What follows belongs to an exercise in optimizing a design on an open flow for small area; a production flow would make more cautious choices.
Function was checked by simulation only, so behaviour that the tests miss may differ from the original.
In runs 3 to 6 the design's own scripts or RTL, not TritonCTS, make the clock network.
The flow treats the clock pin as an ideal source. Dropping or thinning the clock tree relies on that and would not hold on a real chip.
No activity file was given, so power comes from the tool's default toggle rates.

==> flow/design.v <==
module top_level(input wire clk, input wire rst, input wire[7:0] data, input wire[3:0] address, input wire wr, output wire[3:0] ch0_audio, ch1_audio, ch2_audio);
genvar i;
reg[7:0] ch0_freq;
reg[7:0] ch0_p_vol;
reg[7:0] ch0_nduty;
reg[5:0] ch0_ctrl;
reg[7:0] ch1_freq;
reg[7:0] ch1_p_vol;
reg[7:0] ch1_nduty;
reg[4:0] ch1_ctrl;
reg[7:0] ch2_freq;
reg[7:0] ch2_sample;
reg[4:0] ch2_ctrl;
wire[7:0] wdata = {8{~rst}} & data;
wire lo = wr & ~address[3];
wire hi = wr & address[3];
always @(posedge clk)
begin
	if(rst | (lo & (address[2:0] == 3'd0))) ch0_freq <= wdata;
	if(rst | (lo & (address[2:0] == 3'd1))) ch0_p_vol <= wdata;
	if(rst | (lo & (address[2:0] == 3'd2))) ch0_nduty <= ~wdata;
	if(rst | (lo & (address[2:0] == 3'd3))) ch0_ctrl <= wdata[5:0];
	if(rst | (lo & (address[2:0] == 3'd4))) ch1_freq <= wdata;
	if(rst | (lo & (address[2:0] == 3'd5))) ch1_p_vol <= wdata;
	if(rst | (lo & (address[2:0] == 3'd6))) ch1_nduty <= ~wdata;
	if(rst | (lo & (address[2:0] == 3'd7))) ch1_ctrl <= wdata[4:0];
	if(rst | (hi & (address[1:0] == 2'd0))) ch2_freq <= wdata;
	if(rst | (hi & (address[1:0] == 2'd1))) ch2_sample <= wdata;
	if(rst | (hi & address[1])) ch2_ctrl <= wdata[4:0];
end
reg[9:0] dac_n;
wire[10:0] dac_b;
assign dac_b[0] = 1'b1;
generate for(i=0;i<10;i=i+1) begin: dac_borrow
	assign dac_b[i+1] = dac_b[i] & ~dac_n[i];
end endgenerate
always @(posedge clk)
	dac_n <= {10{rst}} | (dac_n ^ dac_b[9:0]);
reg[7:0] div0;
reg tick0;
wire div0_match = ~|(div0 ^ ch0_freq);
wire[8:0] div0_c;
assign div0_c[0] = 1'b1;
generate for(i=0;i<8;i=i+1) begin: div0_carry
	assign div0_c[i+1] = div0_c[i] & div0[i];
end endgenerate
always @(posedge clk) begin
	div0 <= {8{~(rst | div0_match)}} & (div0 ^ div0_c[7:0]);
	tick0 <= ~rst & div0_match;
end
reg[7:0] div1;
reg tick1;
wire div1_match = ~|(div1 ^ ch1_freq);
wire[8:0] div1_c;
assign div1_c[0] = 1'b1;
generate for(i=0;i<8;i=i+1) begin: div1_carry
	assign div1_c[i+1] = div1_c[i] & div1[i];
end endgenerate
always @(posedge clk) begin
	div1 <= {8{~(rst | div1_match)}} & (div1 ^ div1_c[7:0]);
	tick1 <= ~rst & div1_match;
end
reg[9:0] div2;
reg tick2;
wire div2_match = ~|(div2[9:2] ^ ch2_freq);
wire[10:0] div2_c;
assign div2_c[0] = 1'b1;
generate for(i=0;i<10;i=i+1) begin: div2_carry
	assign div2_c[i+1] = div2_c[i] & div2[i];
end endgenerate
always @(posedge clk) begin
	div2 <= {10{~(rst | div2_match)}} & (div2 ^ div2_c[9:0]);
	tick2 <= ~rst & div2_match;
end
reg[9:0] ch0_tri;
reg ch0_dir;
wire[10:0] ch0_tc;
assign ch0_tc[0] = tick0;
generate for(i=0;i<10;i=i+1) begin: ch0_toggle
	assign ch0_tc[i+1] = ch0_tc[i] & (ch0_tri[i] ^ ch0_dir);
end endgenerate
always @(posedge clk) begin
	ch0_tri <= {10{~rst}} & (ch0_tri ^ ch0_tc[9:0]);
	if(rst) ch0_dir <= 1'b0;
	else if(&ch0_tri) ch0_dir <= 1'b1;
	else if(ch0_tri == 10'd1) ch0_dir <= 1'b0;
end
reg[9:0] noise;
reg[3:0] noise_cnt;
wire noise_zero = ~|noise;
wire noise_load = tick0 & (noise_cnt == 4'd9);
wire[9:0] noise_d = {noise[2] ^ noise[5], noise[1] ^ noise[4], noise[0] ^ noise[3], noise[9:3]}
                    | {1'b0, noise_zero, 6'd0, noise_zero, 1'b0};
always @(posedge clk) begin
	noise <= {10{~rst}} & (noise ^ ({10{noise_load}} & noise_d));
	if(rst | noise_load) noise_cnt <= 4'd0;
	else if(tick0) noise_cnt <= noise_cnt + 4'd1;
end
reg[10:0] saw1;
wire[11:0] saw1_c;
assign saw1_c[0] = tick1;
generate for(i=0;i<11;i=i+1) begin: saw1_carry
	assign saw1_c[i+1] = saw1_c[i] & saw1[i];
end endgenerate
always @(posedge clk)
	saw1 <= {11{~rst}} & (saw1 ^ saw1_c[10:0]);
reg[7:0] sin_tri;
reg sin_dir;
reg[9:0] sin_acc;
wire[63:0] sin_carry_table = 64'hdfccc300fcf33020;
wire sin_carry = sin_carry_table[{sin_tri[4:0], sin_dir}];
wire[8:0] sin_tc;
assign sin_tc[0] = tick2;
generate for(i=0;i<8;i=i+1) begin: sin_toggle
	assign sin_tc[i+1] = sin_tc[i] & (sin_tri[i] ^ sin_dir);
end endgenerate
wire sin_flip = tick2 & (sin_dir ? (sin_tri[7:2] == 6'b100000 && !sin_tri[0]) : (sin_tri[7:1] == 7'b0111111));
wire[3:0] sin_add = {4{tick2}} & sin_tri[7:4];
wire[4:0] sin_cy;
assign sin_cy[0] = tick2 & sin_carry;
wire[9:0] sin_sum;
generate for(i=0;i<4;i=i+1) begin: sin_adder
	assign sin_sum[i] = sin_acc[i] ^ sin_add[i] ^ sin_cy[i];
	assign sin_cy[i+1] = (sin_acc[i] & sin_add[i]) | (sin_acc[i] & sin_cy[i]) | (sin_add[i] & sin_cy[i]);
end endgenerate
wire sin_neg = tick2 & sin_tri[7];
wire[6:0] sin_tg;
assign sin_tg[0] = sin_cy[4] ^ sin_neg;
generate for(i=0;i<6;i=i+1) begin: sin_updown
	assign sin_sum[4+i] = sin_acc[4+i] ^ sin_tg[i];
	assign sin_tg[i+1] = sin_tg[i] & (sin_acc[4+i] ^ sin_neg);
end endgenerate
always @(posedge clk) begin
	sin_tri <= {8{~rst}} & (sin_tri ^ sin_tc[7:0]);
	sin_dir <= ~rst & (sin_dir ^ sin_flip);
	sin_acc <= {10{~rst}} & sin_sum;
end
function gt_count(input [9:0] a, input [9:0] n);
	integer k; reg g;
	begin
		g = 1'b0;
		for(k=0;k<10;k=k+1) g = (a[k] & n[k]) | (a[k] & g) | (n[k] & g);
		gt_count = g;
	end
endfunction
function gt_duty(input [7:0] t, input [7:0] nd);
	integer k; reg g;
	begin
		g = 1'b1;
		for(k=0;k<8;k=k+1) g = (t[k] & nd[k]) | (t[k] & g) | (nd[k] & g);
		gt_duty = ~g;
	end
endfunction
reg[9:0] s0;
always @(*)
	case(ch0_ctrl[5:4])
	2'b01: s0 = ch0_tri;
	2'b11: s0 = gt_duty(ch0_tri[9:2], ch0_nduty) ? {ch0_p_vol, 2'b00} : 10'd0;
	default: s0 = noise;
	endcase
wire[9:0] s1 = ch1_ctrl[4] ? saw1[10:1] : (gt_duty(saw1[10:3], ch1_nduty) ? {ch1_p_vol, 2'b00} : 10'd0);
wire[9:0] s2 = ch2_ctrl[4] ? sin_acc : {ch2_sample, 2'b00};
assign ch0_audio = ch0_ctrl[3:0] & {4{gt_count(s0, dac_n)}};
assign ch1_audio = ch1_ctrl[3:0] & {4{gt_count(s1, dac_n)}};
assign ch2_audio = ch2_ctrl[3:0] & {4{gt_count(s2, dac_n)}};
endmodule
==> flow/flow/run.sh <==
#!/bin/bash
# Layout flow: the standard ORFS flow (standard.sh) with these changes:
#  - synthesis maps logic with an area-oriented ABC script (flow/abc_area.script)
#    in place of ORFS's delay-oriented one; everything else in synthesis is
#    the standard flow's own script, so the registers are the standard synthesis's;
#  - adders are left to ABC too (no ADDER_MAP_FILE), not mapped to ha/fa cells first;
#  - port buffers are sky130_fd_sc_hd__buf_1;
#  - CTS builds the tree from clkbuf_8 without dummy loads.
# Each tool's full output goes to the ORFS logs under orfs/logs; make's own
# output goes to flow.log here.
set -euo pipefail
here=$(pwd)
mkdir -p "$here/myflow"
# The standard flow's synthesis script, with synth.tcl patched to use our ABC script
sed "s#source \$::env(SCRIPTS_DIR)/synth.tcl#source $here/myflow/synth.tcl#" synth_recipe.tcl > "$here/myflow/synth_recipe.tcl"
sed 's#^source \$::env(SCRIPTS_DIR)/synth_preamble.tcl#&\nset abc_args [lreplace $abc_args 1 1 $::env(AREA_ABC_SCRIPT)]#' \
  "$FLOW_HOME/scripts/synth.tcl" > "$here/myflow/synth.tcl"
grep -q AREA_ABC_SCRIPT "$here/myflow/synth.tcl"
export AREA_ABC_SCRIPT="$here/flow/abc_area.script"
bash standard.sh \
  SYNTH_SCRIPT="$here/myflow/synth_recipe.tcl" \
  AREA_ABC_SCRIPT="$AREA_ABC_SCRIPT" \
  ADDER_MAP_FILE= \
  BUFFER_PORTS_ARGS="-buffer_cell sky130_fd_sc_hd__buf_1" \
  CTS_ARGS="-sink_clustering_enable -repair_clock_nets -dont_use_dummy_load -buf_list sky130_fd_sc_hd__clkbuf_8" \
  finish > "$here/flow.log" 2>&1
==> flow/flow/abc_area.script <==
strash
balance
rewrite
refactor
balance
rewrite
rewrite -z
balance
refactor -z
rewrite -z
balance
dch -f
amap
strash
dch -f
amap
==> flow/standard.sh <==
#!/bin/bash
# synth_recipe.tcl (not shown) runs the flow's synth.tcl, then flattens the netlist and writes it again
# the make line also repeats each setting of config.mk as NAME=value (left out here)
make -C /OpenROAD-flow-scripts/flow DESIGN_CONFIG=/design/flow/config.mk WORK_HOME=/design/flow/orfs CLKGATE_MAP_FILE= SYNTH_SCRIPT=/design/flow/synth_recipe.tcl "${@:-finish}"
==> flow/config.mk <==
export PLATFORM = sky130hd
export DESIGN_NAME = top_level
export DESIGN_NICKNAME = top_level
export VERILOG_FILES = /design/flow/design.v
export SDC_FILE = /design/flow/constraint.sdc
export NUM_CORES = 4
export LEC_CHECK = 0
export CAP_MARGIN = 0
export CORE_MARGIN = 2
export CORE_UTILIZATION = 70
export GPL_TIMING_DRIVEN = 0
export PLACE_DENSITY = 0.85
export SLEW_MARGIN = 0
==> flow/constraint.sdc <==
create_clock -name core_clock -period 10.0 [get_ports {clk}]
set_input_delay 2.0000 -clock core_clock [delete_from_list [all_inputs] [get_ports {clk}]]
set_output_delay 2.0000 -clock core_clock [all_outputs]
set_load 0.01 [all_outputs]
==> results of run 1 <==
## logic make-up after synthesis
group / after synthesis / share of synthesized area [%]
flip-flops: 174 / 58.4
AND/OR/NAND/NOR: 262 / 15.3
AO/OA/AOI/OAI: 237 / 21.7
buffers and inverters: 89 / 4.56
## layer usage
| metal | wire length, µm | up-vias |
|---|---|---|
| met3 | 1220 | 25 |
| met4 | 252 | 0 |
| met2 | 7840 | 241 |
| li1 | - | 2891 |
| met5 | 0 | - |
| met1 | 6650 | 2782 |
## placed cells by master (no fill, tap or decap), drive strengths merged, types with 18 or more instances in the layout
| cell type | netlist | layout |
|---|---|---|
| a22oi | 20 | 20 |
| clkinv | 89 | 89 |
| a221oi | 18 | 18 |
| buf | 0 | 27 |
| dfxtp | 94 | 94 |
| edfxtp | 80 | 80 |
| a21oi | 53 | 53 |
| nor3 | 19 | 19 |
| a211oi | 44 | 44 |
| nor2 | 140 | 140 |
| o21ai | 46 | 46 |
| nand2 | 57 | 57 |
## report_power, final
group	leakage [nW]	switching, mW	internal (mW)
Clock	0.122	0.208	0.150
Combinational	0.906	0.0613	0.0305
Sequential	1.54	0.0172	0.781
## flip-flops by register name, indices dropped and copies added (netlist names), 4 cells and up
name        flops
div1            8
ch1_nduty       8
div0            8
saw1           11
ch0_ctrl        6
ch1_p_vol       8
ch0_freq        8
ch0_tri        10
div2           10
dac_n          10
ch2_freq        8
ch0_p_vol       8
noise          10
sin_acc        10
sin_tri         8
noise_cnt       4
ch2_sample      8
ch2_ctrl        5
ch0_nduty       8
ch1_ctrl        5
ch1_freq        8
## path summary, 6_finish.rpt
kind | from | end | slack (ps) | cells after the start
setup / recovery | ch0_ctrl[4] | ch0_audio[0] | 3250 | 25
hold / removal | div1[0] | div1[0] | 430 | 1
setup reg to reg | sin_dir | sin_acc[9] | 6270 | 21
hold reg to reg | div1[0] | div1[0] | 430 | 1
## through the flow
step                      cells  utilization (%)  setup slack [ps]  total power, mW
after floorplan             762                -              4570            0.868
after global placement      924             74.3              3250            0.896
after detailed placement    925             74.5              3850            0.903
after CTS                   942             76.8              3330             1.25
after global routing        942             76.8              2760             1.29
final                       942             76.8              3250             1.25
## final cells by class
type | count | area, µm²
inverters | 89 | 334
multi-input cells | 499 | 2720
well taps | 136 | 170
fillers | 671 | 2370
clock buffers | 17 | 234
flip-flops and latches | 174 | 4280
repair buffers | 27 | 119
## worst max-delay path, stage by stage, from the launching register on
cell	delay, ps
edfxtp_1	420
clkinv_1	290
nor2_1	560
a22oi_1	190
nor2_1	140
nand2_1	60
o221ai_1	80
o21ai_0	140
nor2_1	130
a211oi_1	70
a221o_1	260
o21ai_0	100
nor2_1	60
nor2_1	90
a21oi_1	70
a21oi_1	210
nor2_1	80
a21oi_1	140
nand2b_1	140
o21ai_0	70
and2_0	180
a21oi_1	200
nor2_1	70
o22a_1	250
nor2b_1	140
buf_1	160
==> summary.txt, run 1 <==
met3 Usage GRT=7.60%; hold_buf cts=0; GR peak layer=met2; Synth area leaders=edfxtp_1 33%, dfxtp_1 26%, nor2_1 7.2%, clkinv_1 4.6%, a211oi_1 4.5%; fin nets=823; Synth Warn #=1; dominant synthesized flop cell=dfxtp_1; Ant. Diodes=0; clock-pin slew on the worst setup and hold paths=80 ps; CTS Sinks=174; Post-synth EDFFs=80; Buffers on Ports=26; Die X-Extent=106 µm; Worst Max-Slew Pin Slew=1250 ps; final setup fails=0; Slew headroom=15.9%; DRT Pass-1 Iters=8; CP startpoint kind=flip-flop; Cell Area, Synth=0.00733 mm²; M1 GR Usage=37.8%; Core Rows=37; CTS tree=built; height of the die=106 µm; first-pass GRT wire length=26100 µm; placed cell area=0.00763 mm²; Fmax=0.148 GHz; Pleak=2.57 nW; CTS root buffer=clkbuf_8; num ports=27; crit-path max FO=10; First DRT Iteration DRCs=480; final wirelength=16000 µm; register bit total from synthesis=174; gp weighted congestion=0.868; depth of the CTS H-tree=4; Avg Inst Size Synth=9.62 µm²; synth unique cells=37; die area=0.0113 mm²; Final Hold Viols=0; outcome=finished clean; # Post-CTS Setup Buffers=0; largest net degree at the start of global routing=39; clock latency on the worst-skew pair=470 ps; max_cap viols=0; Vias=5939; RSZ-0062 raised after global routing=no; syn_nets=777; setup TNS=0 ps; CP Class=reg2out; Post-Syn Instances=762; asr flop ratio synth=0%; Commonest cells post-synth=140 x nor2_1, 94 x dfxtp_1, 89 x clkinv_1; # resized after CTS=0; maximum VDD drop=153 µV; area grow syn2layout=7.22%; Fin Clk Skew=45.2 ps; nature of the critical path endpoint=output port; Num CTS Buffers=17; design area=0.00786 mm²; CTS max path bufs=2; worst endpoint data arrival time=4750 ps; Antenna Nets Post-Route=0; via density per instance=6.30; most frequent cell after synthesis=nor2_1; leading area contributor after synthesis=edfxtp_1; met2 GRT Util=50.9%; CORE AREA=0.0102 mm²; Cell Pwr Density=159 mW/mm²; Hold WS=428 ps; min cycle time layout=6750 ps; crit share post-route=67.5%; gr ovfl total=0; starting density of the core=71.7%; max-slew violations=0; residual DRC count=0; routed len/inst=17.0 µm; post-DP HPWL=11300 µm; share of cells above drive strength 1=2.48%; initial antenna violation count=0; Synth top area share=32.8%; Total GRT Usage=30.1%; number of global-route vias before repair=5558; worst path required time=8000 ps; Min-Delay Path Class=reg2reg; Seq/Total Area, Yosys=58.4%
==> inputs of run 2 (changes only) <==
--- a/flow/design.v
+++ b/flow/design.v
@@ -115,20 +115,13 @@
 	assign sin_tc[i+1] = sin_tc[i] & (sin_tri[i] ^ sin_dir);
 end endgenerate
 wire sin_flip = tick2 & (sin_dir ? (sin_tri[7:2] == 6'b100000 && !sin_tri[0]) : (sin_tri[7:1] == 7'b0111111));
-wire[3:0] sin_add = {4{tick2}} & sin_tri[7:4];
-wire[4:0] sin_cy;
+wire[9:0] sin_add = {10{tick2}} & {{6{sin_tri[7]}}, sin_tri[7:4]};
+wire[10:0] sin_cy;
 assign sin_cy[0] = tick2 & sin_carry;
 wire[9:0] sin_sum;
-generate for(i=0;i<4;i=i+1) begin: sin_adder
+generate for(i=0;i<10;i=i+1) begin: sin_adder
 	assign sin_sum[i] = sin_acc[i] ^ sin_add[i] ^ sin_cy[i];
 	assign sin_cy[i+1] = (sin_acc[i] & sin_add[i]) | (sin_acc[i] & sin_cy[i]) | (sin_add[i] & sin_cy[i]);
-end endgenerate
-wire sin_neg = tick2 & sin_tri[7];
-wire[6:0] sin_tg;
-assign sin_tg[0] = sin_cy[4] ^ sin_neg;
-generate for(i=0;i<6;i=i+1) begin: sin_updown
-	assign sin_sum[4+i] = sin_acc[4+i] ^ sin_tg[i];
-	assign sin_tg[i+1] = sin_tg[i] & (sin_acc[4+i] ^ sin_neg);
 end endgenerate
 always @(posedge clk) begin
 	sin_tri <= {8{~rst}} & (sin_tri ^ sin_tc[7:0]);
--- a/flow/flow/run.sh
+++ b/flow/flow/run.sh
@@ -3,7 +3,6 @@
 #  - synthesis maps logic with an area-oriented ABC script (flow/abc_area.script)
 #    in place of ORFS's delay-oriented one; everything else in synthesis is
 #    the standard flow's own script, so the registers are the standard synthesis's;
-#  - adders are left to ABC too (no ADDER_MAP_FILE), not mapped to ha/fa cells first;
 #  - port buffers are sky130_fd_sc_hd__buf_1;
 #  - CTS builds the tree from clkbuf_8 without dummy loads.
 # Each tool's full output goes to the ORFS logs under orfs/logs; make's own
@@ -20,7 +19,6 @@
 bash standard.sh \
   SYNTH_SCRIPT="$here/myflow/synth_recipe.tcl" \
   AREA_ABC_SCRIPT="$AREA_ABC_SCRIPT" \
-  ADDER_MAP_FILE= \
   BUFFER_PORTS_ARGS="-buffer_cell sky130_fd_sc_hd__buf_1" \
-  CTS_ARGS="-sink_clustering_enable -repair_clock_nets -dont_use_dummy_load -buf_list sky130_fd_sc_hd__clkbuf_8" \
+  CTS_ARGS="-sink_clustering_enable -repair_clock_nets -dont_use_dummy_load -buf_list sky130_fd_sc_hd__clkbuf_8 -sink_clustering_size 30 -sink_clustering_max_diameter 120" \
   finish > "$here/flow.log" 2>&1
==> flow/flow/abc_area.script (replaced) <==
strash
dch -f
amap
strash
dch -f
amap
==> flow/config.mk (replaced) <==
export PLATFORM = sky130hd
export DESIGN_NAME = top_level
export DESIGN_NICKNAME = top_level
export VERILOG_FILES = /design/flow/design.v
export SDC_FILE = /design/flow/constraint.sdc
export NUM_CORES = 4
export LEC_CHECK = 0
export CAP_MARGIN = 20
export CORE_MARGIN = 2
export CORE_UTILIZATION = 40
export SLEW_MARGIN = 20
==> run 2 against run 1 <==
Against the previous run: combinational power rose by 2.3%; still clean on timing, DRC and antenna; sequential share of layout area is 2.9 points lower; clock skew is 20 ps lower; utilization fell by 32 points; non-clock buffer count up 5; global-route usage decreased by 13 points; largest cell class unchanged; critical path depth fell by 1; routed wire length is 1.5% higher; flip-flop and latch count unchanged; power up 0.60%; register-to-register slack worse by 2100 ps; count of clock-buffer cells in the layout is the same.
==> summary.txt, run 2 <==
height of the die=142 µm (+34%); r2r startpoint=sin_tri[0]; crit-path max FO=8 (-2); register bit total from synthesis=174 (unchanged); CTS max path bufs=2 (unchanged); dominant synthesized flop cell=dfxtp_1; via density per instance=5.39 (-14%); die area=0.0202 mm² (+78%); max-slew violations=0 (unchanged); register share of total power=63.6% (-0.4 points); Power Total=1.25 mW (+0.60%); final wirelength=16200 µm (+1.5%); CTS tree=built; Core Rows=50 (+35%); Cell Pwr Density=151 mW/mm² (-4.7%); largest net degree at the start of global routing=55 (+41%); commonest non-fill, non-tap cell in the layout=dfxtp_1; Buffers on Ports=26 (unchanged); Worst Max-Slew Pin Slew=898 ps (-351 ps); Slew headroom=40.1% (+24 points); Final Core Density=44.3% (-32 points); # Post-CTS Setup Buffers=0 (unchanged); num ports=27 (unchanged); number of global-route vias before repair=5327 (-4.2%); setup TNS=0 ps (unchanged); area grow syn2layout=8.80%; max incr delay on CP=780 ps (+220 ps); Pleak=3.11 nW (+21%); most frequent CP cell=nand2_1; gp weighted congestion=0.829 (-4.5%); synth unique cells=41 (+11%); nature of the critical path endpoint=output port; Seq/Total Area, Yosys=56.2% (-2.2 points); hold_buf cts=0 (unchanged); residual DRC count=0 (unchanged); Cell Area, Synth=0.00762 mm² (+4.0%); CORE AREA=0.0187 mm² (+83%); Ant. Diodes=0 (unchanged); Switching Share=23.2% (+0.22 points); Num CTS Buffers=17 (unchanged); maximum VDD drop=88.2 µV (-42%); share of cells above drive strength 1=3.15% (+0.66 points); setup ws final=3730 ps (+482 ps); Synth top area share=31.5% (-1.3 points); Antenna Nets Post-Route=0 (unchanged); Vias=5375 (-9.5%); leading area contributor after synthesis=edfxtp_1; clock latency on the worst-skew pair=450 ps (-20 ps); Post-synth EDFFs=80 (unchanged); CP Class=reg2out; First DRT Iteration DRCs=305 (-36%); # resized after CTS=0 (unchanged); max reg flops=11 (unchanged); depth of the CTS H-tree=4 (unchanged); pre-CTS setup slack=4170 ps (+320 ps); syn_nets=782 (+0.64%); gr ovfl total=0 (unchanged); Avg Inst Size Synth=10.7 µm² (+11%); worst-path cell chain=a22oi_1 -> nand2_1 -> o221ai_1 -> nand2_1 -> o221ai_1 -> nand2_1 -> a221oi_1 -> nand2_1 -> a31oi_1 -> o21ai_0 -> o22ai_1 -> nor2_1 -> o221ai_1 -> nand2_1 -> and2_0 -> a21oi_1 -> o21bai_1 -> nor2_1 -> o22ai_1 -> nor2b_1 -> nor2_1 -> nor2b_1 -> nor2b_1 -> buf_1; Worst Reg-to-Reg Cells=17 (-19%); worst hold endpoint=dac_n[0]; starting density of the core=40.8% (-31 points); worst path required time=8000 ps (about the same); Fmax=0.159 GHz (+7.7%); Die X-Extent=142 µm (+34%); design area=0.00829 mm² (+5.5%); final setup fails=0 (unchanged); Post-Syn Instances=714 (-6.3%); R2R Setup Slk=4190 ps (-2080 ps); Clock power frac=28.9% (+0.2 points); CP startpoint kind=flip-flop; Fin Clk Skew=25.4 ps (-19.8 ps); crit share post-route=62.7% (-4.8 points); Synth Warn #=1 (unchanged); outcome=finished clean; Largest Register=saw1; hold depth=1 (unchanged); RSZ-0062 raised after global routing=no; Synth area leaders=edfxtp_1 32%, dfxtp_1 25%, ha_1 7.2%, clkinv_1 3.9%, nor2_1 3.8%; min cycle time layout=6270 ps (-482 ps); Final Hold Viols=0 (unchanged); worst endpoint data arrival time=4270 ps (-480 ps); hold_sp=dac_n[0]; Power Internal=964 µW (+0.31%); RR Endpoint=sin_acc[9]; Net Switching=291 µW (+1.6%); CTS Sinks=174 (unchanged); post-DP HPWL=11400 µm (+0.51%); most frequent cell after synthesis=dfxtp_1; fin nets=833 (+1.2%); Min-Delay Path Class=reg2reg; first-pass GRT wire length=26800 µm (+2.8%); slowest CP cell=a221oi_1; routed len/inst=16.3 µm (-4.1%); clock-pin slew on the worst setup and hold paths=80 ps (about the same); placed cell area=0.00806 mm² (+5.7%); Commonest cells post-synth=94 x dfxtp_1, 80 x edfxtp_1, 79 x clkinv_1; most frequent cells in the layout=94 x dfxtp_1, 80 x edfxtp_1, 79 x clkinv_1; part of the power in combinational logic=7.5% (about the same); DRT Pass-1 Iters=5 (-3); initial antenna violation count=0 (unchanged); asr flop ratio synth=0% (unchanged); Total GRT Usage=17.0% (-13 points); CTS root buffer=clkbuf_8; max_cap viols=0 (unchanged)
run 2: power by group through the flow:
stage                     Combinational, mW  Clock [mW]  Sequential, mW
final                                0.0939       0.362           0.798
after global routing                  0.107       0.398           0.803
after CTS                            0.0948       0.376           0.799
after detailed placement             0.0946           0           0.815
after global placement               0.0921           0           0.814
after floorplan                      0.0621           0           0.809
run 2: critical path: cells and delay by family, from the launching register on:
| kind | cells | cell delay [ps] |
|---|---|---|
| AO/OA/AOI/OAI | 11 | 2160 |
| buffers and inverters | 1 | 170 |
| flip-flops | 1 | 390 |
| AND/OR/NAND/NOR | 12 | 1130 |
run 2: cells by family (layout without fill, tap and decap cells):
| logic type | Yosys count | count (layout) | synth area share, % |
|---|---|---|---|
| compound gates | 180 | 180 | 16.4 |
| xor+xnor | 6 | 6 | 0.689 |
| fa+ha+maj | 53 | 53 | 9.58 |
| buf+inv | 79 | 128 | 3.89 |
| flops | 174 | 174 | 56.2 |
| simple gates | 222 | 222 | 13.2 |
run 2: layout make-up:
class / count / area (µm²)
Inverter: 79 / 297
Multi-Input combinational cell: 461 / 3040
Clock buffer: 17 / 234
Fill cell: 1750 / 10400
Sequential cell: 174 / 4280
Tap cell: 234 / 293
Timing Repair Buffer: 32 / 144
run 2: routing by layer:
metal	track usage (%)	up-vias	part of all wire, %
met4	4.32	0	1.1
met5	0	-	0
met1	20.8	2544	45
met3	3.57	17	3.4
li1	-	2716	-
met2	30.6	98	50
run 2: per-stage QoR:
| step | hold slack [ps] | instances |
|---|---|---|
| global route | 441 | 997 |
| detailed placement | 411 | 980 |
| floorplan | 384 | 714 |
| finish | 429 | 997 |
| CTS | 424 | 997 |
| global placement | 410 | 980 |
run 2: worst max-delay path by stage:
stage	startpoint	end	slack [ps]	depth (start not counted)
after global routing	ch1_nduty[2]	ch1_audio[3]	3110	24
after detailed placement	sin_tri[0]	sin_acc[9]	4170	17
after floorplan	sin_tri[0]	sin_acc[9]	4490	17
final	ch1_nduty[2]	ch1_audio[1]	3730	24
after CTS	ch1_nduty[2]	ch1_audio[1]	3700	23
after global placement	sin_tri[1]	sin_acc[9]	4280	17
==> inputs of run 3 (changes only) <==
--- a/flow/design.v
+++ b/flow/design.v
@@ -115,13 +115,20 @@
 	assign sin_tc[i+1] = sin_tc[i] & (sin_tri[i] ^ sin_dir);
 end endgenerate
 wire sin_flip = tick2 & (sin_dir ? (sin_tri[7:2] == 6'b100000 && !sin_tri[0]) : (sin_tri[7:1] == 7'b0111111));
-wire[9:0] sin_add = {10{tick2}} & {{6{sin_tri[7]}}, sin_tri[7:4]};
-wire[10:0] sin_cy;
+wire[3:0] sin_add = {4{tick2}} & sin_tri[7:4];
+wire[4:0] sin_cy;
 assign sin_cy[0] = tick2 & sin_carry;
 wire[9:0] sin_sum;
-generate for(i=0;i<10;i=i+1) begin: sin_adder
+generate for(i=0;i<4;i=i+1) begin: sin_adder
 	assign sin_sum[i] = sin_acc[i] ^ sin_add[i] ^ sin_cy[i];
 	assign sin_cy[i+1] = (sin_acc[i] & sin_add[i]) | (sin_acc[i] & sin_cy[i]) | (sin_add[i] & sin_cy[i]);
+end endgenerate
+wire sin_neg = tick2 & sin_tri[7];
+wire[6:0] sin_tg;
+assign sin_tg[0] = sin_cy[4] ^ sin_neg;
+generate for(i=0;i<6;i=i+1) begin: sin_updown
+	assign sin_sum[4+i] = sin_acc[4+i] ^ sin_tg[i];
+	assign sin_tg[i+1] = sin_tg[i] & (sin_acc[4+i] ^ sin_neg);
 end endgenerate
 always @(posedge clk) begin
 	sin_tri <= {8{~rst}} & (sin_tri ^ sin_tc[7:0]);
--- a/flow/flow/run.sh
+++ b/flow/flow/run.sh
@@ -3,8 +3,10 @@
 #  - synthesis maps logic with an area-oriented ABC script (flow/abc_area.script)
 #    in place of ORFS's delay-oriented one; everything else in synthesis is
 #    the standard flow's own script, so the registers are the standard synthesis's;
+#  - adders are left to ABC too (no ADDER_MAP_FILE), not mapped to ha/fa cells first;
 #  - port buffers are sky130_fd_sc_hd__buf_1;
-#  - CTS builds the tree from clkbuf_8 without dummy loads.
+#  - the clock tree is built by flow/clock_tree.tcl (a root clkbuf_4 driving one
+#    clkbuf_8 per group of about 17 flip-flops) in place of TritonCTS.
 # Each tool's full output goes to the ORFS logs under orfs/logs; make's own
 # output goes to flow.log here.
 set -euo pipefail
@@ -19,6 +21,7 @@
 bash standard.sh \
   SYNTH_SCRIPT="$here/myflow/synth_recipe.tcl" \
   AREA_ABC_SCRIPT="$AREA_ABC_SCRIPT" \
+  ADDER_MAP_FILE= \
   BUFFER_PORTS_ARGS="-buffer_cell sky130_fd_sc_hd__buf_1" \
-  CTS_ARGS="-sink_clustering_enable -repair_clock_nets -dont_use_dummy_load -buf_list sky130_fd_sc_hd__clkbuf_8 -sink_clustering_size 30 -sink_clustering_max_diameter 120" \
+  PRE_CTS_TCL="$here/flow/clock_tree.tcl" \
   finish > "$here/flow.log" 2>&1
==> flow/flow/abc_area.script (replaced) <==
strash
balance
rewrite
refactor
balance
rewrite
rewrite -z
balance
refactor -z
rewrite -z
balance
dch -f
amap
strash
dch -f
amap
==> flow/flow/clock_tree.tcl (new file) <==
# Hand-built two-level clock tree: the clock port drives one root buffer, which
# drives one leaf buffer per group of flip-flops. The groups come from recursive
# bisection of the flip-flops' positions, so every leaf drives about as many.
proc ct_split {items k} {
  # items: list of {x y iterm}; returns list of k groups
  if {$k <= 1} { return [list $items] }
  set xs [lmap it $items {lindex $it 0}]
  set ys [lmap it $items {lindex $it 1}]
  set w [expr {[tcl::mathfunc::max {*}$xs] - [tcl::mathfunc::min {*}$xs]}]
  set h [expr {[tcl::mathfunc::max {*}$ys] - [tcl::mathfunc::min {*}$ys]}]
  set idx [expr {$w >= $h ? 0 : 1}]
  set sorted [lsort -real -index $idx $items]
  set k1 [expr {$k / 2}]
  set n1 [expr {int(round(double([llength $items]) * $k1 / $k))}]
  set a [lrange $sorted 0 [expr {$n1 - 1}]]
  set b [lrange $sorted $n1 end]
  return [concat [ct_split $a $k1] [ct_split $b [expr {$k - $k1}]]]
}
proc build_clock_tree {clkname nleaf rootcell leafcell} {
  set db [ord::get_db]
  set block [ord::get_db_block]
  set clknet [$block findNet $clkname]
  set items {}
  foreach it [$clknet getITerms] {
    set bb [[$it getInst] getBBox]
    lappend items [list [expr {([$bb xMin] + [$bb xMax]) / 2.0}] [expr {([$bb yMin] + [$bb yMax]) / 2.0}] $it]
  }
  set groups [ct_split $items $nleaf]
  set rootnet [odb::dbNet_create $block clknet_root]
  $rootnet setSigType CLOCK
  set sx 0; set sy 0
  set k 0
  foreach g $groups {
    set gx 0; set gy 0
    foreach it $g { set gx [expr {$gx + [lindex $it 0]}]; set gy [expr {$gy + [lindex $it 1]}] }
    set gx [expr {int($gx / [llength $g])}]; set gy [expr {int($gy / [llength $g])}]
    set sx [expr {$sx + $gx}]; set sy [expr {$sy + $gy}]
    set buf [odb::dbInst_create $block [$db findMaster $leafcell] clkleaf_$k]
    $buf setLocation $gx $gy
    $buf setPlacementStatus PLACED
    set net [odb::dbNet_create $block clknet_leaf_$k]
    $net setSigType CLOCK
    [$buf findITerm A] connect $rootnet
    [$buf findITerm X] connect $net
    foreach it $g {
      set iterm [lindex $it 2]
      $iterm disconnect
      $iterm connect $net
    }
    incr k
  }
  set root [odb::dbInst_create $block [$db findMaster $rootcell] clkroot]
  $root setLocation [expr {int($sx / $nleaf)}] [expr {int($sy / $nleaf)}]
  $root setPlacementStatus PLACED
  [$root findITerm A] connect $clknet
  [$root findITerm X] connect $rootnet
}

# Used as PRE_CTS_TCL: build the tree here, and make the CTS step's own
# clock_tree_synthesis call a no-op that only marks the clock as propagated.
# About 17 flip-flops per clkbuf_8 keeps their clock slew near 110 ps.
set ct_sinks [llength [[[ord::get_db_block] findNet clk] getITerms]]
set ct_leaves [expr {max(1, int(ceil($ct_sinks / 17.5)))}]
puts "manual clock tree: $ct_sinks sinks, $ct_leaves leaf buffers"
build_clock_tree clk $ct_leaves sky130_fd_sc_hd__clkbuf_4 sky130_fd_sc_hd__clkbuf_8
global_connect
rename clock_tree_synthesis cts_not_used
proc clock_tree_synthesis {args} {
  set_propagated_clock [all_clocks]
  puts "clock_tree_synthesis skipped: the tree was built by flow/clock_tree.tcl"
}
==> flow/config.mk (replaced) <==
export PLATFORM = sky130hd
export DESIGN_NAME = top_level
export DESIGN_NICKNAME = top_level
export VERILOG_FILES = /design/flow/design.v
export SDC_FILE = /design/flow/constraint.sdc
export NUM_CORES = 4
export LEC_CHECK = 0
export CAP_MARGIN = 0
export CORE_MARGIN = 2
export CORE_UTILIZATION = 70
export GPL_TIMING_DRIVEN = 0
export PLACE_DENSITY = 0.85
export SLEW_MARGIN = 0
==> run 3 against run 2 <==
Against the previous run: still clean; maximum frequency down 8.2%; critical path depth up 1; synthesized cell count up 6.7%; final cell count down 6.1%; critical path type unchanged; largest cell class unchanged; highest routed layer unchanged.
==> summary.txt, run 3 <==
crit-path max FO=10 (+2); Cell Pwr Density=152 mW/mm² (+0.66%); post-DP HPWL=11300 µm (-0.51%); min cycle time layout=6830 ps (+561 ps); die area=0.0113 mm² (-44%); worst hold endpoint=div1[0]; most frequent cells in the layout=140 x nor2_1, 94 x dfxtp_1, 89 x clkinv_1; worst endpoint data arrival time=4830 ps (+560 ps); leading area contributor after synthesis=edfxtp_1; Cell Area, Synth=0.00733 mm² (-3.8%); Worst Reg-to-Reg Cells=21 (+4); crit share post-route=68.3% (+5.6 points); Synth Warn #=1 (unchanged); routed len/inst=17.3 µm (+6.2%); Post-synth EDFFs=80 (unchanged); # Post-CTS Setup Buffers=0 (unchanged); height of the die=106 µm (-25%); num ports=27 (unchanged); max_cap viols=0 (unchanged); Pleak=2.52 nW (-19%); fillers=688 (-61%); Min-Delay Path Class=reg2reg; largest net degree at the start of global routing=39 (-29%); Core Rows=37 (-26%); dominant synthesized flop cell=dfxtp_1; area grow syn2layout=6.01%; pre-CTS setup slack=3850 ps (-320 ps); area of the multi-input gates=0.00272 mm² (-11%); fin nets=817 (-1.9%); Antenna Nets Post-Route=0 (unchanged); gp weighted congestion=0.868 (+4.7%); largest delay contributor family on the critical path=compound AO/OA/AOI/OAI gates; most frequent cell after synthesis=nor2_1; Fmax=0.146 GHz (-8.2%); Power Total=1.18 mW (-5.7%); number of global-route vias before repair=5618 (+5.5%); Synth area leaders=edfxtp_1 33%, dfxtp_1 26%, nor2_1 7.2%, clkinv_1 4.6%, a211oi_1 4.5%; gr ovfl total=0 (unchanged); worst path required time=8000 ps (about the same); Ant. Diodes=0 (unchanged); DRT Pass-1 Iters=5 (unchanged); RR Endpoint=sin_acc[9]; Final Hold Viols=0 (unchanged); setup ws final=3170 ps (-561 ps); Worst Max-Slew Pin Slew=1240 ps (+339 ps); r2r startpoint=sin_dir; final setup fails=0 (unchanged); Post-Syn Instances=762 (+6.7%); CP Class=reg2out; Final Core Density=76.0% (+32 points); synth unique cells=37 (-9.8%); commonest non-fill, non-tap cell in the layout=nor2_1; clock-pin slew on the worst setup and hold paths=100 ps (+20 ps); CP startpoint kind=flip-flop; nature of the critical path endpoint=output port; setup TNS=0 ps (unchanged); Vias=5888 (+9.5%); hold_sp=div1[0]; most frequent CP cell=nor2_1; hold depth=1 (unchanged); Buf/Inv on CP=2 (+1); # resized after CTS=0 (unchanged); register bit total from synthesis=174 (unchanged); Largest Register=saw1; Seq/Total Area, Yosys=58.4% (+2.2 points); RSZ-0062 raised after global routing=no; R2R Setup Slk=6160 ps (+1970 ps); asr flop ratio synth=0% (unchanged); starting density of the core=71.7% (+31 points); hold_buf cts=0 (unchanged); Avg Inst Size Synth=9.62 µm² (-9.9%); syn_nets=777 (-0.64%); First DRT Iteration DRCs=506 (+66%); share of cells above drive strength 1=1.75% (-1.4 points); outcome=finished clean; first-pass GRT wire length=26600 µm (-0.67%); residual DRC count=0 (unchanged); Die X-Extent=106 µm (-25%); Reg area=0.00428 mm² (unchanged); Total GRT Usage=29.0% (+12 points); max reg flops=11 (unchanged); Commonest cells post-synth=140 x nor2_1, 94 x dfxtp_1, 89 x clkinv_1; via density per instance=6.29 (+17%); final wirelength=16200 µm (-0.27%); initial antenna violation count=0 (unchanged); clock latency on the worst-skew pair=550 ps (+100 ps); max incr delay on CP=540 ps (-240 ps); Slew headroom=16.7% (-23 points); Synth top area share=32.8% (+1.3 points); CORE AREA=0.0102 mm² (-45%); max-slew violations=0 (unchanged); Fin Clk Skew=8.58 ps (-16.8 ps); slowest CP cell=nor2_1; Buffers on Ports=26 (unchanged); maximum VDD drop=126 µV (+43%)
run 3: worst max-delay path by stage:
stage	start	endpoint	slack (ps)	cells after the start
6_report	ch0_ctrl[4]	ch0_audio[0]	3170	25
5_1_grt	ch0_ctrl[4]	ch0_audio[0]	2650	25
4_1_cts	ch0_ctrl[4]	ch0_audio[0]	3220	25
3_5_place_dp	ch0_ctrl[4]	ch0_audio[0]	3850	25
3_3_place_gp	rst	ch2_freq[1]	3250	3
2_1_floorplan	ch0_nduty[1]	ch0_audio[0]	4570	23
run 3: stage by stage:
step	cell area [µm²]	instances	hold slack, ps
after floorplan	7330	762	400
after global placement	7600	924	409
after detailed placement	7630	925	421
after CTS	7770	936	435
after global routing	7770	936	456
final	7770	936	431
run 3: worst reg2reg max path, cell delays in order (launching register included):
cell and delay (ps):
dfxtp_1 530, clkinv_1 230, a21oi_1 190, o22a_1 140
nor2_1 40, nor3_1 320, nor2_1 80, nor2_1 160
nor2_1 60, nor2_1 150, o22ai_1 110, nor3_1 240
o22ai_1 140, clkinv_1 80, o221ai_1 130, clkinv_1 100
o221ai_1 140, clkinv_1 100, o221ai_1 170, a221oi_1 350
nor2_1 80, a211oi_1 220
run 3: cell families (layout without fill, tap and decap cells):
family,Yosys count,in the layout,synth area share (%)
AOI/OAI and AO/OA,237,237,21.7
buffers and inverters,89,127,4.56
DFF,174,174,58.4
and+or+nand+nor,262,262,15.3
run 3: layout make-up:
type,count,area share (%)
multi-input combinational,499,35.0
tap,136,2.19
buffer,11,1.87
sequential,174,55.1
inverter,89,4.30
timing repair buffer,27,1.53
run 3: routing by layer:
layer / GRT usage (%) / part of all wire (%) / vias to the layer above
li1: - / - / 2866
met1: 38.7 / 41 / 2730
met2: 50.5 / 48 / 247
met3: 2.88 / 7.6 / 45
met4: 8.18 / 2.8 / 0
met5: 0 / 0 / -
run 3: power by group:
part / internal, mW / switching (mW)
Combinational: 0.0304 / 0.0615
Sequential: 0.780 / 0.0173
Clock: 0.0934 / 0.200
Total: 0.904 / 0.279
==> inputs of run 4 (changes only) <==
--- a/flow/flow/run.sh
+++ b/flow/flow/run.sh
@@ -1,6 +1,7 @@
 #!/bin/bash
 # Layout flow: the standard ORFS flow (standard.sh) with these changes:
-#  - synthesis maps logic with an area-oriented ABC script (flow/abc_area.script)
+#  - synthesis maps logic with an area-oriented ABC script (flow/abc_area.script:
+#    two minutes of &deepsyn AIG optimisation, then amap)
 #    in place of ORFS's delay-oriented one; everything else in synthesis is
 #    the standard flow's own script, so the registers are the standard synthesis's;
 #  - adders are left to ABC too (no ADDER_MAP_FILE), not mapped to ha/fa cells first;
==> flow/flow/abc_area.script (replaced) <==
strash
&get -n
&deepsyn -T 120
&put
dch -f
amap
strash
dch -f
amap
==> run 4 against run 3 <==
Against the previous run: synthesized area decreased by 1.3%; combinational power shrank 5.9%; synthesized cell count is 0.79% lower; routed wire length down 4.5%; clock power shrank 2%; final cell count is 0.64% lower; critical path depth fell by 4; via count down 1.9%; sequential share of layout area rose by 0.74 points.
==> summary.txt, run 4 <==
outcome=finished clean; nature of the critical path endpoint=output port; leading area contributor after synthesis=edfxtp_1; Fin Clk Skew=9.43 ps (+0.849 ps); CP Class=reg2out; CP startpoint kind=flip-flop; r2r startpoint=sin_tri[0]; Cell Area, Synth=0.00723 mm² (-1.3%); part of the power in combinational logic=7.4% (-0.4 points); Ant. Diodes=0 (unchanged); clock-pin slew on the worst setup and hold paths=100 ps (about the same); max-slew violations=0 (unchanged); hold_buf cts=0 (unchanged); Min-Delay Path Class=reg2reg; final wirelength=15400 µm (-4.5%); Vias=5777 (-1.9%); Net Switching=269 µW (-3.6%); area grow syn2layout=6.00% (about the same); initial antenna violation count=0 (unchanged); worst-path cell chain=clkinv_1 -> nor2_1 -> a22oi_1 -> nor2_1 -> a222oi_1 -> nor2_1 -> a221o_1 -> o21ai_0 -> o21ai_0 -> a222oi_1 -> o21bai_1 -> o21ai_0 -> nand2_1 -> a21oi_1 -> nor2_1 -> nor2_1 -> a21oi_1 -> nor2_1 -> nor2b_1 -> nor2b_1 -> buf_1; fin nets=811 (-0.73%); Cell Pwr Density=153 mW/mm² (+0.21%); most frequent cell after synthesis=nor2_1; Pleak=2.48 nW (-1.9%); Synth area leaders=edfxtp_1 33%, dfxtp_1 26%, nor2_1 7.0%, clkinv_1 4.6%, o21ai_0 3.7%; Worst Max-Slew Pin Slew=1270 ps (+31.6 ps); Clock power frac=24.5% (-0.3 points); Buffers on Ports=26 (unchanged); # resized after CTS=0 (unchanged); largest delay contributor family on the critical path=compound AO/OA/AOI/OAI gates; most frequent cells in the layout=134 x nor2_1, 94 x dfxtp_1, 89 x clkinv_1; syn_nets=771 (-0.77%); Synth Warn #=1 (unchanged); crit-path max FO=9 (-1); asr flop ratio synth=0% (unchanged); residual DRC count=0 (unchanged); Reg area=0.00428 mm² (unchanged); Post-Syn Instances=756 (-0.79%); slowest CP cell=edfxtp_1; clock latency on the worst-skew pair=530 ps (-20 ps); gp weighted congestion=0.861 (-0.81%); via density per instance=6.21 (-1.3%); complex-gate fraction of the synthesized area=21.7% (-0.056 points); register share of total power=68.1% (+0.7 points); # Post-CTS Setup Buffers=0 (unchanged); Power Internal=901 µW (-0.34%); commonest non-fill, non-tap cell in the layout=nor2_1; mux contribution to synthesized area=0% (unchanged); height of the die=106 µm (-0.63%); synth unique cells=37 (unchanged); hold_sp=div1[0]; max reg flops=11 (unchanged); Die X-Extent=106 µm (-0.63%); number of global-route vias before repair=5407 (-3.8%); Largest Register=saw1; starting density of the core=71.0% (-0.62 points); Slew headroom=14.5% (-2.1 points); simple-gate share of the synthesized area=14.5% (-0.78 points); num ports=27 (unchanged); CORE AREA=0.0102 mm² (-0.45%); Synth top area share=33.2% (+0.44 points); Total GRT Usage=27.9% (-1.0 points); Final Hold Viols=0 (unchanged); worst path required time=8000 ps (about the same); RSZ-0062 raised after global routing=no; max_cap viols=0 (unchanged); largest family of logic cells by synthesized area=compound AO/OA/AOI/OAI gates; Layout Cells excl Fill=930 (-0.64%); Hold WS=423 ps (-7.77 ps); setup TNS=0 ps (unchanged); first-pass GRT wire length=25600 µm (-3.9%); dominant synthesized flop cell=dfxtp_1; crit path launch=ch0_ctrl[4]; R2R Setup Slk=6510 ps (+350 ps); largest net degree at the start of global routing=46 (+18%); register bit total from synthesis=174 (unchanged); post-DP HPWL=11000 µm (-2.8%); die area=0.0112 mm² (-1.3%); Seq/Total Area, Yosys=59.2% (+0.78 points); Worst Reg-to-Reg Cells=15 (-29%); Antenna Nets Post-Route=0 (unchanged); area of the multi-input gates=0.00262 mm² (-3.8%); Commonest cells post-synth=134 x nor2_1, 94 x dfxtp_1, 89 x clkinv_1; Synth Area in Adders=0% (unchanged); crit share post-route=61.9% (-6.5 points); Buf/Inv on CP=2 (unchanged); First DRT Iteration DRCs=489 (-3.4%); Post-synth EDFFs=80 (unchanged); share of cells above drive strength 1=1.64% (-0.11 points); fillers=709 (+3.1%); Fmax=0.162 GHz (+10%); gr ovfl total=0 (unchanged); Avg Inst Size Synth=9.57 µm² (-0.53%); DRT Pass-1 Iters=6 (+1); worst endpoint data arrival time=4190 ps (-640 ps); Switching Share=23.0% (-0.60 points); routed len/inst=16.6 µm (-3.9%); final setup fails=0 (unchanged); maximum VDD drop=122 µV (-3.4%); min cycle time layout=6190 ps (-645 ps); Worst Setup EP=ch0_audio[0]; XOR/XNOR Fraction of Synth Area=0% (unchanged); RR Endpoint=sin_acc[9]; max incr delay on CP=460 ps (-80 ps); most frequent CP cell=nor2_1; placed cell count=919 (-0.65%); Core Rows=37 (unchanged); WP depth=21 (-16%)
-- run 4: cell types whose count changed in the layout (fill, tap and decap cells not counted), sizes merged, moves of 4 or more --
cell,previous run,this run
o22ai,12,26
a211oi,44,35
o221ai,12,8
nand2,57,70
nand3,6,1
a22oi,20,9
a221oi,18,10
a31oi,0,8
o21ai,46,54
nor2,140,134
-- run 4: kinds of logic after synthesis --
family | Yosys count
flops | 174
buf+inv | 89
simple gates | 252
compound gates | 241
-- run 4: power by group through the flow --
stage | sequential (mW) | clock [mW] | combinational (mW)
CTS | 0.796 | 0.292 | 0.0855
global placement | 0.811 | 0 | 0.0797
finish | 0.797 | 0.287 | 0.0866
detailed placement | 0.812 | 0 | 0.0847
global route | 0.801 | 0.312 | 0.0959
floorplan | 0.807 | 0 | 0.0560
-- run 4: how the worst min path moves through the flow --
stage / end / slack (ps) / cells after the start
2_1_floorplan: dac_n[0] / 400 / 1
3_5_place_dp: div1[0] / 410 / 1
3_3_place_gp: div0[0] / 410 / 1
6_report: div1[0] / 420 / 1
5_1_grt: div0[0] / 440 / 1
4_1_cts: div1[0] / 420 / 1
-- run 4: metrics by stage --
step / power (mW) / util [%] / setup WS, ps / cell area, µm²
finish: 1.17 / 75.3 / 3810 / 7670
global route: 1.21 / 75.3 / 3500 / 7670
CTS: 1.17 / 75.3 / 3830 / 7670
detailed placement: 0.897 / 73.9 / 4440 / 7520
global placement: 0.890 / 73.7 / 3260 / 7500
floorplan: 0.863 / - / 5130 / 7230
-- run 4: cell type report --
type	instances	share of cell area, %
flip-flops and latches	174	55.9
multi-input cells	493	34.1
inverters	89	4.36
well taps	136	2.22
plain buffers	11	1.89
repair buffers	27	1.55
-- run 4: layer usage --
metal	vias up	GRT usage, %	part of all wire (%)
li1	2834	-	-
met3	29	2.54	7.3
met4	0	5.08	1.8
met2	205	48.9	49
met1	2709	38.6	42
met5	-	0	0
==> inputs of run 5 (changes only) <==
--- a/flow/flow/run.sh
+++ b/flow/flow/run.sh
@@ -6,8 +6,8 @@
 #    the standard flow's own script, so the registers are the standard synthesis's;
 #  - adders are left to ABC too (no ADDER_MAP_FILE), not mapped to ha/fa cells first;
 #  - port buffers are sky130_fd_sc_hd__buf_1;
-#  - the clock tree is built by flow/clock_tree.tcl (a root clkbuf_4 driving one
-#    clkbuf_8 per group of about 17 flip-flops) in place of TritonCTS.
+#  - the clock tree is built by flow/clock_tree.tcl (a root clkbuf_8 driving one
+#    clkbuf_4 per group of about 11 flip-flops) in place of TritonCTS.
 # Each tool's full output goes to the ORFS logs under orfs/logs; make's own
 # output goes to flow.log here.
 set -euo pipefail
--- a/flow/flow/clock_tree.tcl
+++ b/flow/flow/clock_tree.tcl
@@ -58,11 +58,11 @@
 
 # Used as PRE_CTS_TCL: build the tree here, and make the CTS step's own
 # clock_tree_synthesis call a no-op that only marks the clock as propagated.
-# About 17 flip-flops per clkbuf_8 keeps their clock slew near 110 ps.
+# About 11 flip-flops per clkbuf_4 keeps their clock slew near 120 ps.
 set ct_sinks [llength [[[ord::get_db_block] findNet clk] getITerms]]
-set ct_leaves [expr {max(1, int(ceil($ct_sinks / 17.5)))}]
+set ct_leaves [expr {max(1, int(ceil($ct_sinks / 11.0)))}]
 puts "manual clock tree: $ct_sinks sinks, $ct_leaves leaf buffers"
-build_clock_tree clk $ct_leaves sky130_fd_sc_hd__clkbuf_4 sky130_fd_sc_hd__clkbuf_8
+build_clock_tree clk $ct_leaves sky130_fd_sc_hd__clkbuf_8 sky130_fd_sc_hd__clkbuf_4
 global_connect
 rename clock_tree_synthesis cts_not_used
 proc clock_tree_synthesis {args} {
==> run 5 against run 4 <==
Against the previous run: cell area shrank 0.15%; still clean on timing, DRC and antenna; critical path depth unchanged; critical endpoint unchanged; clock skew rose by 3.7 ps; highest routed layer unchanged; clock power is 1% lower; register-to-register slack got worse by 80 ps; critical path type unchanged; synthesized cell count is the same; sequential power hardly changed; final cell count up 0.65%.
==> summary.txt, run 5 <==
gr ovfl total=0 (unchanged); die area=0.0112 mm² (unchanged); CORE AREA=0.0102 mm² (unchanged); Seq/Total Area, Yosys=59.2% (unchanged); mux contribution to synthesized area=0% (unchanged); Cell Pwr Density=152 mW/mm² (-0.13%); Vias=5857 (+1.4%); Fin Clk Skew=13.1 ps (+3.71 ps); fin nets=817 (+0.74%); max reg flops=11 (unchanged); Min-Delay Path Class=reg2reg; commonest non-fill, non-tap cell in the layout=nor2_1; hold_buf cts=0 (unchanged); Buffers on Ports=26 (unchanged); worst endpoint data arrival time=4130 ps (-60 ps); # Post-CTS Setup Buffers=0 (unchanged); dominant synthesized flop cell=dfxtp_1; fillers=728 (+2.7%); First DRT Iteration DRCs=436 (-11%); worst path required time=8000 ps (about the same); Reg area=0.00428 mm² (unchanged); largest net degree at the start of global routing=46 (unchanged); Die X-Extent=106 µm (unchanged); Cell Area, Synth=0.00723 mm² (unchanged); Synth top area share=33.2% (unchanged); slowest CP cell=edfxtp_1; clock latency on the worst-skew pair=450 ps (-80 ps); via density per instance=6.26 (+0.73%); num ports=27 (unchanged); post-DP HPWL=11000 µm (unchanged); Synth Area in Adders=0% (unchanged); Post-Syn Instances=756 (unchanged); CP Class=reg2out; number of global-route vias before repair=5456 (+0.91%); complex-gate fraction of the synthesized area=21.7% (unchanged); # resized after CTS=0 (unchanged); share of cells above drive strength 1=2.38% (+0.74 points); Total GRT Usage=28.1% (+0.22 points); worst-path cell chain=clkinv_1 -> nor2_1 -> a22oi_1 -> nor2_1 -> a222oi_1 -> nor2_1 -> a221o_1 -> o21ai_0 -> o21ai_0 -> a222oi_1 -> o21bai_1 -> o21ai_0 -> nand2_1 -> a21oi_1 -> nor2_1 -> nor2_1 -> a21oi_1 -> nor2_1 -> nor2b_1 -> nor2b_1 -> buf_1; Power Total=1.17 mW (-0.28%); height of the die=106 µm (unchanged); final setup fails=0 (unchanged); final wirelength=15800 µm (+2.1%); most frequent cell after synthesis=nor2_1; area grow syn2layout=5.85%; Largest Register=saw1; max incr delay on CP=460 ps (about the same); crit-path max FO=9 (unchanged); Synth Warn #=1 (unchanged); register bit total from synthesis=174 (unchanged); crit share post-route=61.3% (-0.59 points); Pleak=2.48 nW (+0.17%); Ant. Diodes=0 (unchanged); Worst Max-Slew Pin Slew=1320 ps (+49.4 ps); outcome=finished clean; min cycle time layout=6130 ps (-59.1 ps); nature of the critical path endpoint=output port; Avg Inst Size Synth=9.57 µm² (unchanged); CP startpoint kind=flip-flop; area of the multi-input gates=0.00262 mm² (unchanged); Antenna Nets Post-Route=0 (unchanged); Synth area leaders=edfxtp_1 33%, dfxtp_1 26%, nor2_1 7.0%, clkinv_1 4.6%, o21ai_0 3.7%; most frequent CP cell=nor2_1; synth unique cells=37 (unchanged); Final Hold Viols=0 (unchanged); RSZ-0062 raised after global routing=no; starting density of the core=71.0% (unchanged); Fmax=0.163 GHz (+0.97%); setup TNS=0 ps (unchanged); syn_nets=771 (unchanged); XOR/XNOR Fraction of Synth Area=0% (unchanged); asr flop ratio synth=0% (unchanged); maximum VDD drop=122 µV (about the same); first-pass GRT wire length=25700 µm (+0.59%); simple-gate share of the synthesized area=14.5% (unchanged); initial antenna violation count=0 (unchanged); leading area contributor after synthesis=edfxtp_1; clock-pin slew on the worst setup and hold paths=110 ps (about the same); Slew headroom=11.2% (-3.3 points); residual DRC count=0 (unchanged); gp weighted congestion=0.861 (unchanged); Core Rows=37 (unchanged); largest family of logic cells by synthesized area=compound AO/OA/AOI/OAI gates; max-slew violations=0 (unchanged); Post-synth EDFFs=80 (unchanged); max_cap viols=0 (unchanged); Commonest cells post-synth=134 x nor2_1, 94 x dfxtp_1, 89 x clkinv_1; most frequent cells in the layout=134 x nor2_1, 94 x dfxtp_1, 89 x clkinv_1; DRT Pass-1 Iters=6 (unchanged); routed len/inst=16.8 µm (+1.4%)
## run 5: cell counts after synthesis
No cell type changed its count.
## run 5: logic make-up after synthesis
logic type,after synthesis
and+or+nand+nor,252
AOI/OAI and AO/OA,241
DFF,174
buffers and inverters,89
## run 5: stage by stage
step | hold WS [ps] | setup slack, ps | util [%] | cells | cell area, µm²
2_1_floorplan | 399 | 5130 | - | 756 | 7230
3_3_place_gp | 410 | 3260 | 73.7 | 918 | 7500
3_5_place_dp | 411 | 4440 | 73.9 | 919 | 7520
4_1_cts | 426 | 3900 | 75.2 | 936 | 7660
5_1_grt | 447 | 3590 | 75.2 | 936 | 7660
6_report | 426 | 3870 | 75.2 | 936 | 7660
## run 5: critical path, delay by kind of cell (launching register included)
family	cells	cell delay, ps
buf+inv	2	330
flops	1	460
simple gates	9	1060
compound gates	10	1800
## run 5: cell type report
type | count | area share, %
Tap cell | 136 | 2.22
Sequential cell | 174 | 55.9
Inverter | 89 | 4.36
Multi-Input combinational cell | 493 | 34.2
Buffer | 17 | 1.75
Timing Repair Buffer | 27 | 1.55
## run 5: power breakdown
part	internal (mW)	switching (mW)
Sequential	0.780	0.0165
Clock	0.0834	0.200
Combinational	0.0274	0.0594
Total	0.891	0.276
## run 5: routing by layer
layer  GRT usage [%]  wire [µm]  share of wire, %
met4            5.64        304               1.9
met1            38.0       6700                43
met2            49.5       7680                49
met5               0          0                 0
met3            3.28       1080               6.8
## run 5: final timing paths
path	from	endpoint	slack (ps)	depth (start not counted)
hold / removal	div1[0]	div1[0]	430	1
hold reg to reg	div1[0]	div1[0]	430	1
setup / recovery	ch0_ctrl[4]	ch0_audio[0]	3870	21
setup reg to reg	sin_tri[0]	sin_acc[9]	6430	15
==> inputs of run 6 (changes only) <==
--- a/flow/flow/run.sh
+++ b/flow/flow/run.sh
@@ -5,9 +5,10 @@
 #    in place of ORFS's delay-oriented one; everything else in synthesis is
 #    the standard flow's own script, so the registers are the standard synthesis's;
 #  - adders are left to ABC too (no ADDER_MAP_FILE), not mapped to ha/fa cells first;
-#  - port buffers are sky130_fd_sc_hd__buf_1;
-#  - the clock tree is built by flow/clock_tree.tcl (a root clkbuf_8 driving one
-#    clkbuf_4 per group of about 11 flip-flops) in place of TritonCTS.
+#  - port buffers are sky130_fd_sc_hd__buf_1, except the reset port's, which
+#    flow/reset_buffer.tcl makes a buf_4 before the placement resizer;
+#  - the clock tree is built by flow/clock_tree.tcl (a root clkbuf_4 driving one
+#    clkbuf_8 per group of about 17 flip-flops) in place of TritonCTS.
 # Each tool's full output goes to the ORFS logs under orfs/logs; make's own
 # output goes to flow.log here.
 set -euo pipefail
@@ -24,5 +25,6 @@
   AREA_ABC_SCRIPT="$AREA_ABC_SCRIPT" \
   ADDER_MAP_FILE= \
   BUFFER_PORTS_ARGS="-buffer_cell sky130_fd_sc_hd__buf_1" \
+  PRE_RESIZE_TCL="$here/flow/reset_buffer.tcl" \
   PRE_CTS_TCL="$here/flow/clock_tree.tcl" \
   finish > "$here/flow.log" 2>&1
--- a/flow/flow/clock_tree.tcl
+++ b/flow/flow/clock_tree.tcl
@@ -58,11 +58,11 @@
 
 # Used as PRE_CTS_TCL: build the tree here, and make the CTS step's own
 # clock_tree_synthesis call a no-op that only marks the clock as propagated.
-# About 11 flip-flops per clkbuf_4 keeps their clock slew near 120 ps.
+# About 17 flip-flops per clkbuf_8 keeps their clock slew near 110 ps.
 set ct_sinks [llength [[[ord::get_db_block] findNet clk] getITerms]]
-set ct_leaves [expr {max(1, int(ceil($ct_sinks / 11.0)))}]
+set ct_leaves [expr {max(1, int(ceil($ct_sinks / 17.5)))}]
 puts "manual clock tree: $ct_sinks sinks, $ct_leaves leaf buffers"
-build_clock_tree clk $ct_leaves sky130_fd_sc_hd__clkbuf_8 sky130_fd_sc_hd__clkbuf_4
+build_clock_tree clk $ct_leaves sky130_fd_sc_hd__clkbuf_4 sky130_fd_sc_hd__clkbuf_8
 global_connect
 rename clock_tree_synthesis cts_not_used
 proc clock_tree_synthesis {args} {
==> flow/flow/reset_buffer.tcl (new file) <==
# Used as PRE_RESIZE_TCL: the reset port fans out to about a hundred gates, more
# than the buf_1 port buffer can drive. Make its port buffer a buf_4 before
# repair_design, which would otherwise add a buf_12 after it.
set rst_net [[[ord::get_db_block] findBTerm rst] getNet]
foreach it [$rst_net getITerms] {
  set inst [$it getInst]
  if {[[$inst getMaster] getName] eq "sky130_fd_sc_hd__buf_1"} {
    puts "reset port buffer [$inst getName]: buf_1 -> buf_4"
    replace_cell [get_cells [$inst getName]] sky130_fd_sc_hd__buf_4
  }
}
estimate_parasitics -placement
==> run 6 against run 5 <==
Against the previous run: clock power increased by 3%; synthesized area unchanged; utilization hardly changed; first-iteration DRC count rose by 20%; hold slack lost 0.80 ps; die area unchanged; via count down 0.38%; final cell count fell by 0.64%; still clean on timing, DRC and antenna; maximum frequency shrank 2.3%; sequential power is essentially flat; routed wire length down 0.63%.
==> summary.txt, run 6 <==
Post-Syn Instances=756 (unchanged); R2R Setup Slk=6450 ps (+20 ps); max-slew violations=0 (unchanged); crit share post-route=62.8% (+1.5 points); Synth Warn #=1 (unchanged); Final Hold Viols=0 (unchanged); asr flop ratio synth=0% (unchanged); area grow syn2layout=5.79% (about the same); syn_nets=771 (unchanged); DR WL met2=7600 µm (-1.1%); Metal-1 WL=6490 µm (-3.2%); r2r startpoint=sin_tri[0]; RR Endpoint=sin_acc[9]; post-DP HPWL=11000 µm (-0.45%); hold_buf cts=0 (unchanged); Die X-Extent=106 µm (unchanged); Post-synth EDFFs=80 (unchanged); RSZ-0062 raised after global routing=no; Worst Setup EP=ch0_audio[2]; nature of the critical path endpoint=output port; first-pass GRT wire length=25400 µm (-1.3%); worst endpoint data arrival time=4280 ps (+150 ps); final setup fails=0 (unchanged); clock-pin slew on the worst setup and hold paths=100 ps (about the same); Min-Delay Path Class=reg2reg; leading area contributor after synthesis=edfxtp_1; die area=0.0112 mm² (unchanged); synth unique cells=37 (unchanged); initial antenna violation count=1 (+1); Avg Inst Size Synth=9.57 µm² (unchanged); share of cells above drive strength 1=1.51% (-0.86 points); Worst Max-Slew Pin Slew=1270 ps (-45.0 ps); max reg flops=11 (unchanged); CORE AREA=0.0102 mm² (unchanged); Commonest cells post-synth=134 x nor2_1, 94 x dfxtp_1, 89 x clkinv_1; num ports=27 (unchanged); Reg area=0.00428 mm² (unchanged); pre-CTS setup slack=4400 ps (-38.4 ps); largest net degree at the start of global routing=54 (+17%); crit path launch=ch0_ctrl[4]; Buffers on Ports=26 (unchanged); max_cap viols=0 (unchanged); Total GRT Usage=27.8% (-0.33 points); Core Rows=37 (unchanged); Fmax=0.159 GHz (-2.3%); Vias=5835 (-0.38%); starting density of the core=71.0% (unchanged); dominant synthesized flop cell=dfxtp_1; area of the multi-input gates=0.00262 mm² (unchanged); gp weighted congestion=0.861 (unchanged); final wirelength=15700 µm (-0.63%); DRT Pass-1 Iters=7 (+1); register bit total from synthesis=174 (unchanged); min cycle time layout=6280 ps (+147 ps); commonest non-fill, non-tap cell in the layout=nor2_1; most frequent cells in the layout=134 x nor2_1, 94 x dfxtp_1, 89 x clkinv_1; Seq/Total Area, Yosys=59.2% (unchanged); Fin Clk Skew=13.5 ps (+0.319 ps); crit-path max FO=9 (unchanged); CP Class=reg2out; most frequent cell after synthesis=nor2_1; Antenna Nets Post-Route=0 (unchanged); CP startpoint kind=flip-flop; height of the die=106 µm (unchanged); residual DRC count=0 (unchanged); setup TNS=0 ps (unchanged); First DRT Iteration DRCs=522 (+20%); fillers=712 (-2.2%); Slew headroom=14.2% (+3.0 points); clock latency on the worst-skew pair=540 ps (+90 ps); Largest Register=saw1; routed len/inst=16.8 µm (about the same); number of global-route vias before repair=5429 (-0.49%); setup ws final=3720 ps (-147 ps); Pleak=2.47 nW (-0.52%); Synth area leaders=edfxtp_1 33%, dfxtp_1 26%, nor2_1 7.0%, clkinv_1 4.6%, o21ai_0 3.7%; Cell Area, Synth=0.00723 mm² (unchanged); gr ovfl total=0 (unchanged); outcome=finished clean; # resized after CTS=0 (unchanged); fin nets=810 (-0.86%); maximum VDD drop=143 µV (+17%); Cell Pwr Density=153 mW/mm² (+0.63%); Met3 Wirelength=1140 µm (+6.2%); Worst Reg-to-Reg Cells=15 (unchanged); # Post-CTS Setup Buffers=0 (unchanged); hold depth=1 (unchanged); Synth top area share=33.2% (unchanged); worst path required time=8000 ps (about the same); top routing layer used=met4; via density per instance=6.27 (+0.27%)
==> run 6: worst max-delay path, stage by stage, from the launching register on <==
cell	delay, ps
edfxtp_1	460
clkinv_1	200
nor2_1	150
a22oi_1	220
nor2_1	80
a222oi_1	330
nor2_1	100
a221o_1	340
o21ai_0	60
o21ai_0	120
a222oi_1	300
o21bai_1	210
o21ai_0	110
nand2_1	80
a21oi_1	40
nor2_1	110
nor2_1	50
a21oi_1	120
nor2_1	50
nor2b_1	360
nor2b_1	100
buf_1	140
==> run 6: where the power goes <==
part           internal, mW  switching, mW
clock network        0.0935          0.197
registers             0.780         0.0165
logic                0.0267         0.0593
==> run 6: cell type report <==
cell class,instances,share of cell area (%)
tap,136,2.22
timing repair buffer,26,1.32
buffer,11,1.90
multi-input combinational,493,34.2
sequential,174,56.0
antenna,1,0.0327
inverter,89,4.36
==> run 6: cells by family after synthesis <==
group                  synth area share (%)
AO/OA/AOI/OAI                          21.7
buffers and inverters                  4.62
flip-flops                             59.2
AND/OR/NAND/NOR                        14.5
==> run 6: worst min path at each step <==
stage / slack (ps) / from / end
global route: 440 / div0[0] / div0[0]
detailed placement: 410 / div1[0] / div1[0]
CTS: 430 / div1[0] / div1[0]
floorplan: 400 / dac_n[0] / dac_n[0]
global placement: 410 / div0[0] / div0[0]
finish: 430 / div1[0] / div1[0]
==> run 6: stage by stage <==
step	instances	utilization, %	hold slack (ps)	area, µm²	power, mW
finish	930	75.1	425	7650	1.17
global route	930	75.1	445	7650	1.21
CTS	929	75.1	427	7650	1.17
detailed placement	918	73.7	411	7510	0.896
global placement	918	73.7	410	7500	0.890
floorplan	756	-	399	7230	0.863
==> run 6: per-layer routing <==
metal	track usage, %	vias to the layer above
li1	-	2828
met2	48.4	234
met4	6.77	0
met1	37.8	2729
met3	2.78	44
met5	0	-

## what the ideal ports hide
In the flow no input, the clock included, has a driving cell. The finished layouts below were timed again as built, in two steps.
Step 1: set_driving_cell puts a clkbuf_16 on clk and a buf_2 on each other input, an assumption about the parent block.
Step 2 adds t to the input delays and takes it off the output delays; t is the mean of the earliest and latest rising clock arrival at the registers after step 1. Input paths then give back, and output paths get back, about the clock's delay inside the block.
Three values: no drivers, after step 1, after step 2; two values: the first two.
run | t, ns | setup slack, ns | hold WS [ns] | clock arrival spread, ns | cell pins on the clock port's net
run 1 | 0.486 | 3.246 / 3.212 / 3.698 | 0.428 / 0.428 / 0.428 | 0.045 / 0.046 | 1
run 2 | 0.474 | 3.728 / 3.690 / 4.164 | 0.429 / 0.429 / 0.429 | 0.026 / 0.026 | 1
run 3 | 0.575 | 3.167 / 3.134 / 3.709 | 0.431 / 0.431 / 0.431 | 0.012 / 0.012 | 1
run 4 | 0.559 | 3.812 / 3.779 / 4.338 | 0.423 / 0.423 / 0.423 | 0.012 / 0.012 | 1
run 5 | 0.477 | 3.871 / 3.837 / 4.314 | 0.426 / 0.426 / 0.426 | 0.016 / 0.016 | 1
run 6 | 0.570 | 3.724 / 3.687 / 4.257 | 0.425 / 0.425 / 0.425 | 0.016 / 0.015 | 1
After both steps every run listed still meets setup and hold.
